Source: an optimization exercise on an open RTL-to-GDS flow (aim: small area and a short achievable clock period). Production flows keep margins and buffers that such runs may drop. The RTL was checked by simulation tests, not by an equivalence proof against the original design.

==> flow/design.v, too long to show whole: its modules and the start of the top module <==
// module fa: 9 lines
// module fir_direct_nom: 6006 lines
module fir_direct_nom (
    input              clk,
    input              rst,
    input  signed [4:0] in,
    output signed [4:0] out,
    input  [249:0]     tap_coeffs
);
  // ...
==> flow/flow/run.sh <==
#!/bin/bash
# ORFS layout (the standard.sh) in three calls:
#  1. synthesis to placement as standard, with plain buf_2 port buffers;
#  2. CTS and 3. routing to finish, with timing repair aimed at a setup
#     slack margin and at the worst paths only.
set -e
export BUFFER_PORTS_ARGS="-buffer_cell sky130_fd_sc_hd__buf_2"
bash standard.sh synth floorplan place > standard_place.log 2>&1
export SETUP_SLACK_MARGIN=7.4
export TNS_END_PERCENT=0
bash standard.sh cts > standard_cts.log 2>&1
bash standard.sh > standard_finish.log 2>&1
==> flow/standard.sh <==
#!/bin/bash
# synth_recipe.tcl (not shown) runs the flow's synth.tcl, then flattens the netlist and writes it again
# the make line also repeats each setting of config.mk as NAME=value (left out here)
make -C /OpenROAD-flow-scripts/flow DESIGN_CONFIG=/design/flow/config.mk WORK_HOME=/design/flow/orfs CLKGATE_MAP_FILE= SYNTH_SCRIPT=/design/flow/synth_recipe.tcl "${@:-finish}"
==> flow/config.mk <==
export PLATFORM = sky130hd
export DESIGN_NAME = fir_direct_nom
export DESIGN_NICKNAME = fir_direct_nom
export VERILOG_FILES = /design/flow/design.v
export SDC_FILE = /design/flow/constraint.sdc
export NUM_CORES = 4
export LEC_CHECK = 0
export CAP_MARGIN = 20
export CORE_MARGIN = 2
export CORE_UTILIZATION = 40
export SLEW_MARGIN = 20
export SYNTH_HIERARCHICAL = 1
export SYNTH_MINIMUM_KEEP_SIZE = 0
==> flow/constraint.sdc <==
create_clock -name core_clock -period 12.0 [get_ports {clk}]
set_input_delay 2.4000 -clock core_clock [delete_from_list [all_inputs] [get_ports {clk}]]
set_output_delay 2.4000 -clock core_clock [all_outputs]
set_load 0.01 [all_outputs]
==> results.toml, run 1 <==
[run_status]
outcome = "finished clean"

[yosys]
synth_most_common_cell = "fa_1"
synthMuxAreaShare = 0
netlist_area_sq_um = 37170
synthAdderAreaFrac = 0.5604
yosys.area_share.simple = 0.1509
ys_seq_area_frac = 0.2627

[route]
finalWirelength_mm = 129.6
dr.first_iter.drc_count = 2374
viasPerCell = 5.531
routedWlPerCell_um = 28.47

[hold_path]
worstHoldStart = "v1$_DFF_PP0_"

[finish]
final_common_cell = "nand2_1"
multi_input_area_share = 0.6515
final_cell_area_sq_um = 43100
regArea_sq_um = 9764
diodes = 3
fillerInstances = 8355
multiInputGateArea_sq_um = 28080
largestRegisters = "sr x245, ra x161, lo_q x6"
drive_above_1_share = 0.1880

[timing]
hold_ws_ps = 349.0
post-route-period-util = 0.4054

[grt]
grt_use_total = 0.2825
grt_pass1_wl_mm = 190.6
grt_max_degree = 68

[floorplan]
die_area_sq_um = 95370
start_util = 0.4042
pin_count = 262

[setup_path]
rr_endpoint = "x_q[5]$_DFF_P_"
cp_max_fo = 5
cp_slowest_cell = "fa_2"
reg2reg_from = "ra[113]$_DFF_P_"

[place]
port_buffers = 261
hpwl_mm = 112.3

[clocking]
cts.clk_slew.worst_paths_ps = 60
root_buffer = "clkbuf_16"
cts_resized = 218
==> run 2, diff against run 1 <==
--- a/flow/flow/run.sh
+++ b/flow/flow/run.sh
@@ -9,3 +9,3 @@
 export SETUP_SLACK_MARGIN=7.4
-export TNS_END_PERCENT=0
+export TNS_END_PERCENT=100
 bash standard.sh cts > standard_cts.log 2>&1
--- a/flow/config.mk
+++ b/flow/config.mk
@@ -10,2 +10,5 @@
 export CORE_UTILIZATION = 40
+export CTS_BUF_LIST = sky130_fd_sc_hd__clkbuf_8
+export CTS_CLUSTER_DIAMETER = 50
+export CTS_CLUSTER_SIZE = 16
 export SLEW_MARGIN = 20
==> run 2 against run 1 <==
  * Still clean on timing, DRC and antenna
  * Synthesized area did not move
  * Die area stayed put
  * Hold slack improved by 9.3 ps
  * Sequential cell count stayed put
  * Cell count is 0.75% higher
  * Largest cell class unchanged
==> results.toml, run 2 <==
[clocking]
cts.clk_slew.worst_paths_ps = 70
clockBufferDepth = 3
cts_hold_buf = 0
clock_latency_ps = 710
numCtsBuffers = 69
root_buffer = "clkbuf_8"
tritoncts = "built"
htreeDepth = 3
clock-sinks = 426

[finish]
largestRegisters = "sr x245, ra x161, lo_q x6"
utilization = 0.4961
largest_reg_flops = 245
drive_above_1_share = 0.3575
areaGrowthSynthToFinish_pct = 22.73
most-common-layout-cells = "nand2_1, fa_1, fa_2"
final_common_cell = "nand2_1"
final_cell_area_sq_um = 45620
largest_register = "sr"
final_net_count = 4590
fillerInstances = 8094
fin_cells = 4584

[hold_path]
holdPathStages = 0
hold_path.class = "flop to flop"
worstHoldEndpoint = "v2$_DFF_PP0_"
worstHoldStart = "v1$_DFF_PP0_"

[setup_path]
reg2reg_slack_ps = 7620
crit_arrival_ps = 5350
cpMostUsedCell = "fa_2"
cp-end-kind = "flop"
critical-path-max-stage-delay_ps = 660
critPathBufInv = 1
cp-start-kind = "input pin"
rr_endpoint = "x_q[5]$_DFF_P_"
cp_max_fo = 5
reg2reg_from = "ra[111]$_DFF_P_"
crit_type = "input pin to flop"
crit_required_ps = 12560
r2r_cells = 9
path_cells = "buf_6 > nor4_4 > and4_4 > a21oi_2 > fa_2 > fa_2 > fa_2 > fa_2"
cp_slowest_cell = "fa_2"
crit_family = "adder cells"

[yosys]
synthFlopType = "dfrtp_1"
netlist_area_sq_um = 37170
synthCells = 2934
synth_cell_types = 30
ys_seq_area_frac = 0.2627
avgSynthCellArea_sq_um = 12.67
synth_area_leaders = "fa_1, dfrtp_1, nand2_1, dfxtp_1, nor4_1"
synth_edf_count = 0
yosys-top-cells-count = "fa_1, nand2_1, dfrtp_1"
synth_fp_nets = 4237
ys_warn_count = 7
synth_top_cell_by_area = "fa_1"
synthArstFlopShare = 0.5798
synth_top_cell_area_share = 0.5553
synth_most_common_cell = "fa_1"
ys_ff_latch = 426

[route]
drtAntennaViolNets = 0
viasPerCell = 5.521
routedWlPerCell_um = 28.55
wl_met3_mm = 10.13
finalWirelength_mm = 130.9
vias = 25310
post-route-drc-count = 0
top_layer_used = "met4"
wl_met1_mm = 50.52
wl_met2_mm = 63.31
dr.first_iter.drc_count = 2352
dr.pass1.iters = 5

[timing]
worst_clock_skew_ps = 50.39
setup_tns_ps = 0
slew_viol_final = 0
tightestPinTransition_ps = 906.7
relSlewSlack = 0.3955
fin_crit_ps = 4795
hold_ws_ps = 358.2
hold_viol = 0
post-route-period-util = 0.3996
setup_slack_ps = 7205
fmax_mhz = 208.5
rsz0062_at_grt = "yes"
finalSetupViolations = 0

[place]
dp_cells = 4440
port_buffers = 261
postPlaceCellArea_sq_um = 40050
hpwl_mm = 112.3
gp_congestion = 1.038
place_ws_ps = 6257

[flow_run]
drv_cap = 0

[grt]
antenna_found_initial = 1
grt_max_degree = 68
grt_use_total = 0.2838
grt_pass1_vias = 27820
grt_pass1_wl_mm = 191.1
grt_overflow = 0

[floorplan]
pin_count = 262
rows = 111
die_h_um = 308.8
start_util = 0.4042
core-area_sq_um = 91940
die_area_sq_um = 95370
die_w_um = 308.8

[run_status]
outcome = "finished clean"
run 2: cell counts after synthesis:
Identical to the previous run, type by type.
run 2: layer usage:
layer  vias to the layer above  track usage
met1                     13720       0.3797
met4                         0       0.1183
met5                         -            0
li1                      10150            -
met2                      1165       0.4608
met3                       270      0.04988
run 2: logic make-up (layout without fill, tap and decap cells):
logic type / Yosys count / count (layout) / synth area share
fa+ha+maj: 1046 / 1046 / 0.5604
simple gates: 1267 / 1267 / 0.1509
xor+xnor: 11 / 11 / 0.002592
buf+inv: 69 / 475 / 0.006968
flops: 426 / 426 / 0.2627
compound gates: 114 / 114 / 0.01636
other cells: 1 / 2 / 0.0001009
run 2: final cells by class:
cell class | count | area [sq um] | share of cell area
timing repair buffer | 283 | 2475 | 0.05426
clock inverter | 47 | 506.7 | 0.01111
inverter | 68 | 262.8 | 0.005760
antenna | 1 | 2.502 | 0.00005486
sequential | 426 | 9772 | 0.2142
multi-input combinational | 2439 | 29980 | 0.6573
clock buffer | 77 | 1060 | 0.02323
tap | 1243 | 1555 | 0.03409
run 2: per-module statistics from Yosys (local to each module, per instance):
module	copies in the design	cells inside	flops+latches	area (sq um)
fa	1031	1	0	20.02
fir_direct_nom	1	1903	426	16530
run 2: worst max-delay path by stage:
| stage | start | endpoint | depth (start not counted) |
|---|---|---|---|
| after floorplan | rst | sr[0]$_DFF_PP0_ | 1 |
| after global placement | tap_coeffs[15] | ra[108]$_DFF_P_ | 8 |
| after detailed placement | tap_coeffs[15] | ra[108]$_DFF_P_ | 8 |
| after CTS | lo_q[5]$_DFF_P_ | out[2] | 7 |
| after global routing | tap_coeffs[62] | ra[90]$_DFF_P_ | 8 |
| final | tap_coeffs[141] | ra[90]$_DFF_P_ | 8 |
run 2: repair_timing:
| action | in CTS | in global routing |
|---|---|---|
| setup buffers | 14 | 5 |
| gates resized for setup | 567 | 676 |
| pin swaps | 296 | 368 |
| endpoints found under the setup margin | 117 | 104 |
| cloned | 0 | 0 |
==> run 3, diff against run 2 <==
--- a/flow/flow/run.sh
+++ b/flow/flow/run.sh
@@ -9,3 +9,3 @@
 export SETUP_SLACK_MARGIN=7.4
-export TNS_END_PERCENT=100
+export TNS_END_PERCENT=0
 bash standard.sh cts > standard_cts.log 2>&1
==> run 3 against run 2 <==
  * Count of clock-buffer cells in the layout stayed put
  * Sequential cell count stayed put
  * Non-clock buffer count fell by 12
  * First-iteration DRC count up 9.1%
  * Clock skew rose by 3.1 ps
  * Global-route usage down 0.16 points
  * Die area did not move
  * Synthesized area is the same
  * Sequential share of layout area is 1.7 points higher
  * Worst setup slack worse by 21 ps
  * Critical path type unchanged
==> results.toml, run 3 <==
[run_status]
outcome = "finished clean"

[clocking]
clock-sinks = 426
cts.clk_slew.worst_paths_ps = 70
clockBufferDepth = 3
htreeDepth = 3
tritoncts = "built"
cts_hold_buf = 0
numCtsBuffers = 69
clock_latency_ps = 720
root_buffer = "clkbuf_8"

[timing]
tightestPinTransition_ps = 905.6
finalSetupViolations = 0
slew_viol_final = 0
fmax_mhz = 207.6
post-route-period-util = 0.4013
hold_ws_ps = 357.8
setup_tns_ps = 0
setup_slack_ps = 7184
rsz0062_at_grt = "yes"
fin_crit_ps = 4816
worst_clock_skew_ps = 53.53
relSlewSlack = 0.3963
hold_viol = 0

[route]
routedWlPerCell_um = 28.22
viasPerCell = 5.494
dr.first_iter.drc_count = 2567
post-route-drc-count = 0
drtAntennaViolNets = 0
dr.pass1.iters = 7
vias = 25130
finalWirelength_mm = 129.1

[setup_path]
cp-start-kind = "input pin"
cp_max_fo = 5
cp-end-kind = "flop"
crit_arrival_ps = 5380
crit_required_ps = 12570
crit_type = "input pin to flop"

[grt]
grt_pass1_wl_mm = 189.9
grt_max_degree = 68
grt_overflow = 0
antenna_found_initial = 5
grt_use_total = 0.2822
grt_pass1_vias = 27610

[yosys]
netlist_area_sq_um = 37170
avgSynthCellArea_sq_um = 12.67
ys_seq_area_frac = 0.2627
synthFlopType = "dfrtp_1"
ys_ff_latch = 426
synthArstFlopShare = 0.5798
synth_area_leaders = "fa_1, dfrtp_1, nand2_1, dfxtp_1, nor4_1"
synth_top_cell_by_area = "fa_1"
synth_cell_types = 30
yosys-top-cells-count = "fa_1, nand2_1, dfrtp_1"
synth_most_common_cell = "fa_1"
synth_fp_nets = 4237
synthCells = 2934
ys_warn_count = 7
synth_edf_count = 0
synth_top_cell_area_share = 0.5553

[finish]
drive_above_1_share = 0.1508
most-common-layout-cells = "nand2_1, fa_1, buf_2"
final_net_count = 4578
final_cell_area_sq_um = 42230
areaGrowthSynthToFinish_pct = 13.62
largest_reg_flops = 245
largestRegisters = "sr x245, ra x161, lo_q x6"
largest_register = "sr"
final_common_cell = "nand2_1"

[floorplan]
rows = 111
start_util = 0.4042
die_h_um = 308.8
pin_count = 262
die_area_sq_um = 95370
core-area_sq_um = 91940
die_w_um = 308.8

[flow_run]
drv_cap = 0

[place]
place_ws_ps = 6257
gp_congestion = 1.038
postPlaceCellArea_sq_um = 40050
port_buffers = 261
hpwl_mm = 112.3

[hold_path]
hold_path.class = "flop to flop"
-- run 3: routing by layer --
layer | routed length, um | global-route usage
met5 | 0 | 0
met4 | 5761 | 0.1103
met3 | 10170 | 0.05234
met2 | 62720 | 0.4594
met1 | 50410 | 0.3777
-- run 3: kinds of logic (layout without fill, tap and decap cells) --
family,Yosys count,in the layout,share of synthesized area
and+or+nand+nor,1267,1267,0.1509
other,1,4,0.0001009
adders and majority gates,1046,1046,0.5604
xor gates and xnor gates,11,11,0.002592
AOI/OAI and AO/OA,114,114,0.01636
DFF,426,426,0.2627
buffers and inverters,69,463,0.006968
-- run 3: cell type report --
cell class                      count  area (sq um)
Timing Repair Buffer              271          1456
Clock buffer                       77          1060
Clock inverter                     47         506.7
Fill cell                        8512         49710
Sequential cell                   426          9768
Tap cell                         1243          1555
Inverter                           68         262.8
Antenna cell                        3         7.507
Multi-Input combinational cell   2439         27610
-- run 3: Yosys stat by module, one instance, submodules excluded --
module          copies in the design  flops+latches
fir_direct_nom                     1            426
fa                              1031              0
-- run 3: path summary, 6_finish.rpt --
check | from | endpoint | slack, ps | cells after the start
worst max-delay path | tap_coeffs[120] | ra[90]$_DFF_P_ | 7180 | 8
worst min-delay path | v1$_DFF_PP0_ | v2$_DFF_PP0_ | 360 | 0
worst max register to register | ra[111]$_DFF_P_ | x_q[5]$_DFF_P_ | 7660 | 9
worst min register to register | v1$_DFF_PP0_ | v2$_DFF_PP0_ | 360 | 0
max in group asynchronous | rst | sr[153]$_DFF_PP0_ | 8160 | 4
min in group asynchronous | rst | sr[35]$_DFF_PP0_ | 1730 | 2
-- run 3: critical path, stage by stage --
cell,delay [ps]
buf_2,130
nor4_1,320
and4_1,280
a21oi_1,70
fa_1,520
fa_1,580
fa_2,640
fa_2,440
-- run 3: repair_timing --
item                       CTS  global route
pin swaps                   21            44
setup buffers                4             3
resized for setup           49           104
setup endpoints to repair  117           143
-- run 3: stage by stage --
stage,cells,util
floorplan,2934,-
global placement,4440,0.4357
detailed placement,4440,0.4357
CTS,4568,0.4551
global route,4573,0.4593
finish,4574,0.4593
==> run 4, diff against run 3 <==
--- a/flow/config.mk
+++ b/flow/config.mk
@@ -13,2 +13,3 @@
 export CTS_CLUSTER_SIZE = 16
+export PLACE_DENSITY = 0.7
 export SLEW_MARGIN = 20
==> run 4 against run 3 <==
  * Fmax grew 0.99%
  * Still clean on timing, DRC and antenna
  * Sequential cell count is the same
  * Clock skew shrank 20 ps
  * Global-route usage down 0.38 points
  * Critical path type unchanged
  * Synthesized cell count unchanged
==> results.toml, run 4 <==
[timing]
rsz0062_at_grt = "yes"
setup_tns_ps = 0
fin_crit_ps = 4768
relSlewSlack = 0.3497
post-route-period-util = 0.3974
worst_clock_skew_ps = 33.46
hold_viol = 0
tightestPinTransition_ps = 975.5
fmax_mhz = 209.7
finalSetupViolations = 0
setup_slack_ps = 7232
slew_viol_final = 0

[yosys]
synth_most_common_cell = "fa_1"
ys_seq_area_frac = 0.2627
synth_fp_nets = 4237
yosys-top-cells-count = "fa_1, nand2_1, dfrtp_1"
ys_ff_latch = 426
synth_top_cell_by_area = "fa_1"
netlist_area_sq_um = 37170
synth_cell_types = 30
avgSynthCellArea_sq_um = 12.67
ys_warn_count = 7
synthFlopType = "dfrtp_1"
synth_top_cell_area_share = 0.5553
synth_edf_count = 0
synth_area_leaders = "fa_1, dfrtp_1, nand2_1, dfxtp_1, nor4_1"
synthArstFlopShare = 0.5798
synthCells = 2934

[setup_path]
cp-end-kind = "flop"
cp_slowest_cell = "fa_1"
crit_required_ps = 12570
crit_family = "adder cells"
critPathBufInv = 2
crit_arrival_ps = 5340
crit_type = "input pin to flop"
critical-path-max-stage-delay_ps = 620
path_cells = "buf_6 > nand2_2 > fa_1 > fa_1 > fa_2 > fa_1 > inv_2 > fa_1"
cpMostUsedCell = "fa_1"
cp-start-kind = "input pin"
cp_max_fo = 6

[route]
routedWlPerCell_um = 27.97
post-route-drc-count = 0
dr.pass1.iters = 6
viasPerCell = 5.678
drtAntennaViolNets = 0
vias = 25950
dr.first_iter.drc_count = 3374
finalWirelength_mm = 127.8

[finish]
final_cell_area_sq_um = 42660
final_net_count = 4574
areaGrowthSynthToFinish_pct = 14.79
largest_reg_flops = 245
largest_register = "sr"
final_common_cell = "nand2_1"
drive_above_1_share = 0.1790
largestRegisters = "sr x245, ra x161, lo_q x6"
most-common-layout-cells = "nand2_1, fa_1, dfrtp_1"

[clocking]
cts.clk_slew.worst_paths_ps = 90
clock_latency_ps = 720
clock-sinks = 426
cts_hold_buf = 0
clockBufferDepth = 3
root_buffer = "clkbuf_8"
numCtsBuffers = 66
htreeDepth = 3
tritoncts = "built"

[grt]
grt_max_degree = 113
grt_pass1_vias = 28230
grt_overflow = 0
grt_use_total = 0.2784
grt_pass1_wl_mm = 189.1
antenna_found_initial = 8

[floorplan]
rows = 111
core-area_sq_um = 91940
die_area_sq_um = 95370
pin_count = 262
die_h_um = 308.8
start_util = 0.4042
die_w_um = 308.8

[place]
postPlaceCellArea_sq_um = 40050
port_buffers = 261
place_ws_ps = 6347
hpwl_mm = 110.5
gp_congestion = 1.082

[flow_run]
drv_cap = 0

[hold_path]
hold_path.class = "flop to flop"

[run_status]
outcome = "finished clean"
==> run 4: cell counts after synthesis <==
No cell type changed its count.
==> run 4: worst paths after layout <==
check,start,endpoint,slack [ps],depth (start not counted)
min in group asynchronous,rst,sr[18]$_DFF_PP0_,1890,2
max,tap_coeffs[62],ra[66]$_DFF_P_,7230,8
max in group asynchronous,rst,sr[128]$_DFF_PP0_,8550,3
min,v1$_DFF_PP0_,v2$_DFF_PP0_,360,0
max reg2reg,ra[93]$_DFF_P_,x_q[5]$_DFF_P_,7530,10
min reg2reg,v1$_DFF_PP0_,v2$_DFF_PP0_,360,0
==> run 4: per-module statistics from Yosys, one instance, submodules excluded <==
module	cells	flops+latches
fir_direct_nom	1903	426
fa	1	0
==> run 4: layout make-up <==
type,instances,area [sq um]
multi-input combinational,2439,27820
clock inverter,48,549.3
antenna,4,10.01
inverter,68,262.8
clock buffer,73,1005
sequential,426,9771
fill,8295,49280
tap,1243,1555
timing repair buffer,270,1695
==> run 4: per-stage QoR <==
step | instances | hold WS, ps | utilization
floorplan | 2934 | 331.2 | -
global placement | 4439 | 337.8 | 0.4356
detailed placement | 4439 | 342.6 | 0.4356
CTS | 4565 | 370.1 | 0.4590
global route | 4571 | 384.5 | 0.4640
finish | 4571 | 364.6 | 0.4640
==> run 4: cell families (layout without fill, tap and decap cells) <==
| logic type | Yosys count | count (layout) | synth area share |
|---|---|---|---|
| other | 1 | 5 | 0.0001009 |
| buffers and inverters | 69 | 459 | 0.006968 |
| AO/OA/AOI/OAI | 114 | 114 | 0.01636 |
| flip-flops | 426 | 426 | 0.2627 |
| adder cells (fa/ha/maj) | 1046 | 1046 | 0.5604 |
| XOR/XNOR | 11 | 11 | 0.002592 |
| AND/OR/NAND/NOR | 1267 | 1267 | 0.1509 |
==> run 4: worst register-to-register path, stage by stage (launching register included) <==
cell     delay (ps)
dfxtp_1         400
fa_1            450
fa_1            510
fa_1            570
inv_1            50
fa_1            390
fa_1            390
fa_1            420
fa_1            410
fa_1            400
xnor2_1         350
==> run 4: metal layers <==
| metal | track usage | share of wire | wire length (um) | vias up |
|---|---|---|---|---|
| met2 | 0.4514 | 0.48 | 61440 | 1610 |
| li1 | - | - | - | 10130 |
| met4 | 0.1342 | 0.058 | 7354 | 6 |
| met3 | 0.05885 | 0.097 | 12430 | 352 |
| met5 | 0 | 0.00028 | 36 | - |
| met1 | 0.3587 | 0.36 | 46580 | 13860 |
==> run 4: repair_timing <==
item / CTS / global route
pin swaps: 72 / 88
setup buffers: 5 / 2
endpoints found under the setup margin: 109 / 136
resized for setup: 182 / 140
==> run 5, diff against run 4 <==
--- a/flow/config.mk
+++ b/flow/config.mk
@@ -9,3 +9,3 @@
 export CORE_MARGIN = 2
-export CORE_UTILIZATION = 40
+export CORE_UTILIZATION = 55
 export CTS_BUF_LIST = sky130_fd_sc_hd__clkbuf_8
@@ -13,3 +13,2 @@
 export CTS_CLUSTER_SIZE = 16
-export PLACE_DENSITY = 0.7
 export SLEW_MARGIN = 20
==> run 5 against run 4 <==
  * Sequential share of layout area shrank 0.087 points
  * First-iteration DRC count is 25% lower
  * Die area shrank 27%
  * Still clean
  * Cell count shrank 8.2%
  * Critical path type unchanged
  * Sequential cell count unchanged
  * Critical endpoint is now ra[94]$_DFF_P_
==> results.toml, run 5 <==
[grt]
grt_use_total = 0.3897
grt_pass1_wl_mm = 191.4
grt_pass1_vias = 28570
grt_max_degree = 71
grt_overflow = 0
antenna_found_initial = 2

[yosys]
ys_seq_area_frac = 0.2627
synth_fp_nets = 4237
synth_top_cell_area_share = 0.5553
yosys-top-cells-count = "fa_1, nand2_1, dfrtp_1"
synth_edf_count = 0
synthCells = 2934
netlist_area_sq_um = 37170
synth_cell_types = 30
synth_area_leaders = "fa_1, dfrtp_1, nand2_1, dfxtp_1, nor4_1"
avgSynthCellArea_sq_um = 12.67
ys_warn_count = 7
synth_top_cell_by_area = "fa_1"
synth_most_common_cell = "fa_1"
synthFlopType = "dfrtp_1"
synthArstFlopShare = 0.5798
ys_ff_latch = 426

[finish]
areaGrowthSynthToFinish_pct = 15.21
final_common_cell = "nand2_1"
final_net_count = 4575
fillerInstances = 5236
largest_reg_flops = 245
drive_above_1_share = 0.2271
final_cell_area_sq_um = 42820
largest_register = "sr"
largestRegisters = "sr x245, ra x161, lo_q x6"
most-common-layout-cells = "nand2_1, fa_1, dfrtp_1"

[setup_path]
crit_required_ps = 12560
reg2reg_from = "ra[95]$_DFF_P_"
cp_slowest_cell = "fa_2"
reg2reg_slack_ps = 7320
cp-start-kind = "input pin"
cpMostUsedCell = "fa_1"
critical-path-max-stage-delay_ps = 650
rr_endpoint = "x_q[5]$_DFF_P_"
cp_max_fo = 6
path_cells = "buf_2 > nand2_1 > fa_1 > fa_1 > fa_2 > fa_1 > fa_1"
r2r_cells = 9
crit_arrival_ps = 5350
crit_type = "input pin to flop"
cp-end-kind = "flop"

[route]
drtAntennaViolNets = 0
routedWlPerCell_um = 30.81
vias = 25400
dr.pass1.iters = 6
viasPerCell = 6.051
finalWirelength_mm = 129.4
dr.first_iter.drc_count = 2526
post-route-drc-count = 0

[clocking]
cts_hold_buf = 0
clock-sinks = 426
root_buffer = "clkbuf_8"
numCtsBuffers = 67
cts.clk_slew.worst_paths_ps = 100
tritoncts = "built"
htreeDepth = 3
clock_latency_ps = 700
clockBufferDepth = 3

[place]
port_buffers = 261
hpwl_mm = 110.9
place_ws_ps = 6334
postPlaceCellArea_sq_um = 39590
gp_congestion = 1.026

[timing]
relSlewSlack = 0.3380
fmax_mhz = 208.8
tightestPinTransition_ps = 993.1
post-route-period-util = 0.3992
setup_slack_ps = 7210
fin_crit_ps = 4790
hold_viol = 0
setup_tns_ps = 0
rsz0062_at_grt = "yes"
worst_clock_skew_ps = 53.27
finalSetupViolations = 0
slew_viol_final = 0

[floorplan]
rows = 95
die_area_sq_um = 69670
die_w_um = 264.0
die_h_um = 264.0
pin_count = 262
core-area_sq_um = 67040
start_util = 0.5544

[hold_path]
holdPathStages = 0
worstHoldStart = "v1$_DFF_PP0_"
worstHoldEndpoint = "v2$_DFF_PP0_"
hold_path.class = "flop to flop"

[run_status]
outcome = "finished clean"

[flow_run]
drv_cap = 0
run 5: cell counts after synthesis:
Identical to the previous run, type by type.
run 5: metal layers:
| layer | part of all wire | track usage | vias up | routed length [um] |
|---|---|---|---|---|
| met2 | 0.48 | 0.6249 | 1314 | 61990 |
| met5 | 0 | 0 | - | 0 |
| met1 | 0.38 | 0.5207 | 13680 | 49160 |
| met4 | 0.049 | 0.1502 | 0 | 6302 |
| met3 | 0.092 | 0.09620 | 270 | 11910 |
| li1 | - | - | 10140 | - |
run 5: cell type report:
| class | count | area [sq um] | share of cell area |
|---|---|---|---|
| Multi-Input combinational cell | 2439 | 28460 | 0.6647 |
| Clock inverter | 46 | 449.2 | 0.01049 |
| Sequential cell | 426 | 9769 | 0.2281 |
| Timing Repair Buffer | 270 | 1749 | 0.04085 |
| Antenna cell | 1 | 2.502 | 0.00005844 |
| Tap cell | 873 | 1092 | 0.02551 |
| Inverter | 68 | 262.8 | 0.006136 |
| Clock buffer | 75 | 1032 | 0.02411 |
run 5: kinds of logic (layout without fill, tap and decap cells):
group                      after synthesis  in the layout  share of synthesized area
adders and majority gates             1046           1046                     0.5604
and+or+nand+nor                       1267           1267                     0.1509
DFF                                    426            426                     0.2627
buffers and inverters                   69            459                   0.006968
xor gates and xnor gates                11             11                   0.002592
other                                    1              2                  0.0001009
AOI/OAI and AO/OA                      114            114                    0.01636
run 5: per-stage QoR:
step / std cells / hold slack [ps] / utilization
after floorplan: 2934 / 331.2 / -
after global placement: 4070 / 337.9 / 0.5906
after detailed placement: 4070 / 341.7 / 0.5906
after CTS: 4196 / 364.1 / 0.6281
after global routing: 4198 / 377.2 / 0.6387
final: 4198 / 361.3 / 0.6387
run 5: what timing repair did:
| item | in CTS | in global routing |
|---|---|---|
| pin swaps | 200 | 159 |
| resized for setup | 337 | 202 |
| setup buffers | 5 | 1 |
| endpoints found under the setup margin | 131 | 128 |
run 5: modules after synthesis (local to each module, per instance):
module | cells | times used | flip-flops and latches | area (sq um)
fir_direct_nom | 1903 | 1 | 426 | 16530
fa | 1 | 1031 | 0 | 20.02
run 5: worst max-delay path by stage:
stage / start / slack, ps / endpoint / cells past startpoint
2_1_floorplan: rst / 2810 / sr[0]$_DFF_PP0_ / 1
3_3_place_gp: tap_coeffs[183] / 6330 / ra[94]$_DFF_P_ / 8
3_5_place_dp: tap_coeffs[183] / 6330 / ra[94]$_DFF_P_ / 8
4_1_cts: tap_coeffs[174] / 7310 / ra[66]$_DFF_P_ / 8
5_1_grt: tap_coeffs[198] / 7200 / ra[90]$_DFF_P_ / 8
6_report: tap_coeffs[232] / 7210 / ra[94]$_DFF_P_ / 7
run 5: critical path: cells and delay by family:
family	cells	cell delay (ps)
buf+inv	1	170
fa+ha+maj	5	2670
simple gates	1	100
==> run 6, diff against run 5 <==
--- a/flow/flow/run.sh
+++ b/flow/flow/run.sh
@@ -8,3 +8,3 @@
 bash standard.sh synth floorplan place > standard_place.log 2>&1
-export SETUP_SLACK_MARGIN=7.4
+export SETUP_SLACK_MARGIN=7.1
 export TNS_END_PERCENT=0
--- a/flow/config.mk
+++ b/flow/config.mk
@@ -9,3 +9,3 @@
 export CORE_MARGIN = 2
-export CORE_UTILIZATION = 55
+export CORE_UTILIZATION = 40
 export CTS_BUF_LIST = sky130_fd_sc_hd__clkbuf_8
==> run 6 against run 5 <==
  * Worst setup slack lost 120 ps
  * Non-clock buffer count shrank 4
  * Fmax shrank 2.4%
  * Count of clock-buffer cells in the layout grew 2
  * Global-route usage shrank 11 points
==> results.toml, run 6 <==
[grt]
grt_overflow = 0
grt_max_degree = 68
grt_pass1_vias = 27590
antenna_found_initial = 5
grt_use_total = 0.2820
grt_pass1_wl_mm = 189.6

[setup_path]
cp_max_fo = 5
r2r_cells = 9
setup.worst_path.end = "ra[90]$_DFF_P_"
crit_path_start = "tap_coeffs[15]"
cp-start-kind = "input pin"
crit_type = "input pin to flop"
reg2reg_slack_ps = 7590
cp-end-kind = "flop"
crit_arrival_ps = 5470
crit_required_ps = 12560
rr_endpoint = "x_q[5]$_DFF_P_"
reg2reg_from = "ra[111]$_DFF_P_"

[yosys]
yosys-top-cells-count = "fa_1, nand2_1, dfrtp_1"
ys_warn_count = 7
avgSynthCellArea_sq_um = 12.67
synth_area_leaders = "fa_1, dfrtp_1, nand2_1, dfxtp_1, nor4_1"
synth_top_cell_area_share = 0.5553
synth_cell_types = 30
synth_fp_nets = 4237
ys_ff_latch = 426
synthFlopType = "dfrtp_1"
ys_seq_area_frac = 0.2627
netlist_area_sq_um = 37170
synth_edf_count = 0
synthCells = 2934
synth_most_common_cell = "fa_1"
synth_top_cell_by_area = "fa_1"
synthArstFlopShare = 0.5798

[timing]
rsz0062_at_grt = "yes"
fmax_mhz = 203.8
post-route-period-util = 0.4088
relSlewSlack = 0.3908
hold_viol = 0
setup_tns_ps = 0
slew_viol_final = 0
worst_clock_skew_ps = 49.36
finalSetupViolations = 0
fin_crit_ps = 4906
tightestPinTransition_ps = 913.9
setup_slack_ps = 7094

[clocking]
clock-sinks = 426
clockBufferDepth = 3
cts.clk_slew.worst_paths_ps = 70
numCtsBuffers = 69
htreeDepth = 3
cts_hold_buf = 0
tritoncts = "built"
root_buffer = "clkbuf_8"
clock_latency_ps = 710

[finish]
regArea_sq_um = 9764
areaGrowthSynthToFinish_pct = 12.15
fillerInstances = 8565
largest_reg_flops = 245
largestRegisters = "sr x245, ra x161, lo_q x6"
drive_above_1_share = 0.1174
final_cell_area_sq_um = 41680
multiInputGateArea_sq_um = 27170
final_common_cell = "fa_1"
final_net_count = 4573
most-common-layout-cells = "fa_1, nand2_1, buf_2"
largest_register = "sr"

[place]
hpwl_mm = 112.3
place_ws_ps = 6257
port_buffers = 261
gp_congestion = 1.038
postPlaceCellArea_sq_um = 40050

[floorplan]
die_area_sq_um = 95370
core-area_sq_um = 91940
die_h_um = 308.8
die_w_um = 308.8
rows = 111
start_util = 0.4042
pin_count = 262

[route]
dr.pass1.iters = 7
finalWirelength_mm = 129.0
dr.first_iter.drc_count = 2480
routedWlPerCell_um = 28.25
vias = 25060
drtAntennaViolNets = 0
viasPerCell = 5.486
post-route-drc-count = 0

[run_status]
outcome = "finished clean"

[hold_path]
hold_path.class = "flop to flop"

[flow_run]
drv_cap = 0
-- run 6: cell count changes in the layout (fill, tap and decap cells not counted), moves of 42 or more --
cell | previous run | this run
nand2_1 | 961 | 1004
nor4_1 | 100 | 150
nand2_2 | 42 | 0
buf_2 | 166 | 261
fa_1 | 808 | 1028
fa_2 | 223 | 3
buf_4 | 61 | 4
-- run 6: per-stage QoR --
step / util / hold WS, ps / instances
after floorplan: - / 331.2 / 2934
after global placement: 0.4357 / 333.9 / 4440
after detailed placement: 0.4357 / 337.9 / 4440
after CTS: 0.4529 / 360.1 / 4564
after global routing: 0.4533 / 375.4 / 4568
final: 0.4533 / 360.7 / 4568
-- run 6: layout make-up --
| class | count | area share |
|---|---|---|
| Multi-Input combinational cell | 2439 | 0.6519 |
| Sequential cell | 426 | 0.2343 |
| Tap cell | 1243 | 0.03731 |
| Timing Repair Buffer | 266 | 0.03254 |
| Clock buffer | 77 | 0.02543 |
| Clock inverter | 47 | 0.01216 |
| Inverter | 68 | 0.006304 |
| Antenna cell | 2 | 0.0001201 |
-- run 6: routing by layer --
metal  track usage  part of all wire
met4        0.1096             0.042
met2        0.4592              0.49
met3       0.05145             0.076
met1        0.3781              0.39
met5             0                 0
-- run 6: worst min-delay path by stage --
stage,start,endpoint,slack (ps),cells after the start
2_1_floorplan,v1$_DFF_PP0_,v2$_DFF_PP0_,330,0
3_3_place_gp,v1$_DFF_PP0_,v2$_DFF_PP0_,330,0
3_5_place_dp,v1$_DFF_PP0_,v2$_DFF_PP0_,340,0
4_1_cts,v1$_DFF_PP0_,v2$_DFF_PP0_,360,0
5_1_grt,v1$_DFF_PP0_,v2$_DFF_PP0_,380,0
6_report,v1$_DFF_PP0_,v2$_DFF_PP0_,360,0
-- run 6: worst max-delay path, cell delays in order --
cell and delay, ps:
buf_2 130, nor4_1 320, and4_1 290, a21oi_1 70, fa_1 600, fa_1 490
fa_2 700, fa_2 460
-- run 6: kinds of logic after synthesis --
| logic type | synth area share |
|---|---|
| AO/OA/AOI/OAI | 0.01636 |
| buffers and inverters | 0.006968 |
| XOR/XNOR | 0.002592 |
| flip-flops | 0.2627 |
| other | 0.0001009 |
| adder cells (fa/ha/maj) | 0.5604 |
| AND/OR/NAND/NOR | 0.1509 |
-- run 6: modules after synthesis, one instance, submodules excluded --
module,cell area [sq um],times used,cells inside
fa,20.02,1031,1
fir_direct_nom,16530,1,1903
-- run 6: timing repair --
item | CTS | global route
pin swaps | 1 | 3
gates resized for setup | 3 | 3
setup buffers | 0 | 2
gates cloned | 0 | 0
endpoints found under the hold margin | 0 | 0
endpoints found under the setup margin | 7 | 16

[separate check: timing with driven ports]
How much do the figures lean on ideal ports? The routed layouts below were timed once more, with nothing changed but the port constraints.
Step 1 assumes that a clkbuf_16 drives the clock port and a buf_2 every other input.
Step 2 moves the port delays by t, midway between the first and last clock arrival at a register: inputs arrive t later, outputs are due t later. That takes back most of the time a late clock gives input paths.
Slacks: no drivers / after step 1 / after step 2; pairs: no drivers / after step 1.
run | shift t [ns] | setup WS [ns] | slew at the worst register clock pin (ns) | worst data-port slew with drivers (ns)
run 1 | 0.684 | 7.135 / 7.174 / 6.490 | 0.07 / 0.07 | 0.08
run 2 | 0.750 | 7.205 / 7.233 / 6.483 | 0.10 / 0.10 | 0.13
run 3 | 0.760 | 7.184 / 7.223 / 6.470 | 0.10 / 0.10 | 0.09
run 4 | 0.760 | 7.232 / 7.214 / 6.454 | 0.09 / 0.09 | 0.10
run 5 | 0.738 | 7.210 / 7.245 / 6.507 | 0.10 / 0.10 | 0.07
run 6 | 0.752 | 7.094 / 7.111 / 6.359 | 0.10 / 0.10 | 0.09
After both steps every run listed still meets setup and hold. For run 4, which loses most, drivers alone change the setup slack by -0.018 ns; drivers and shift together by -0.778 ns.
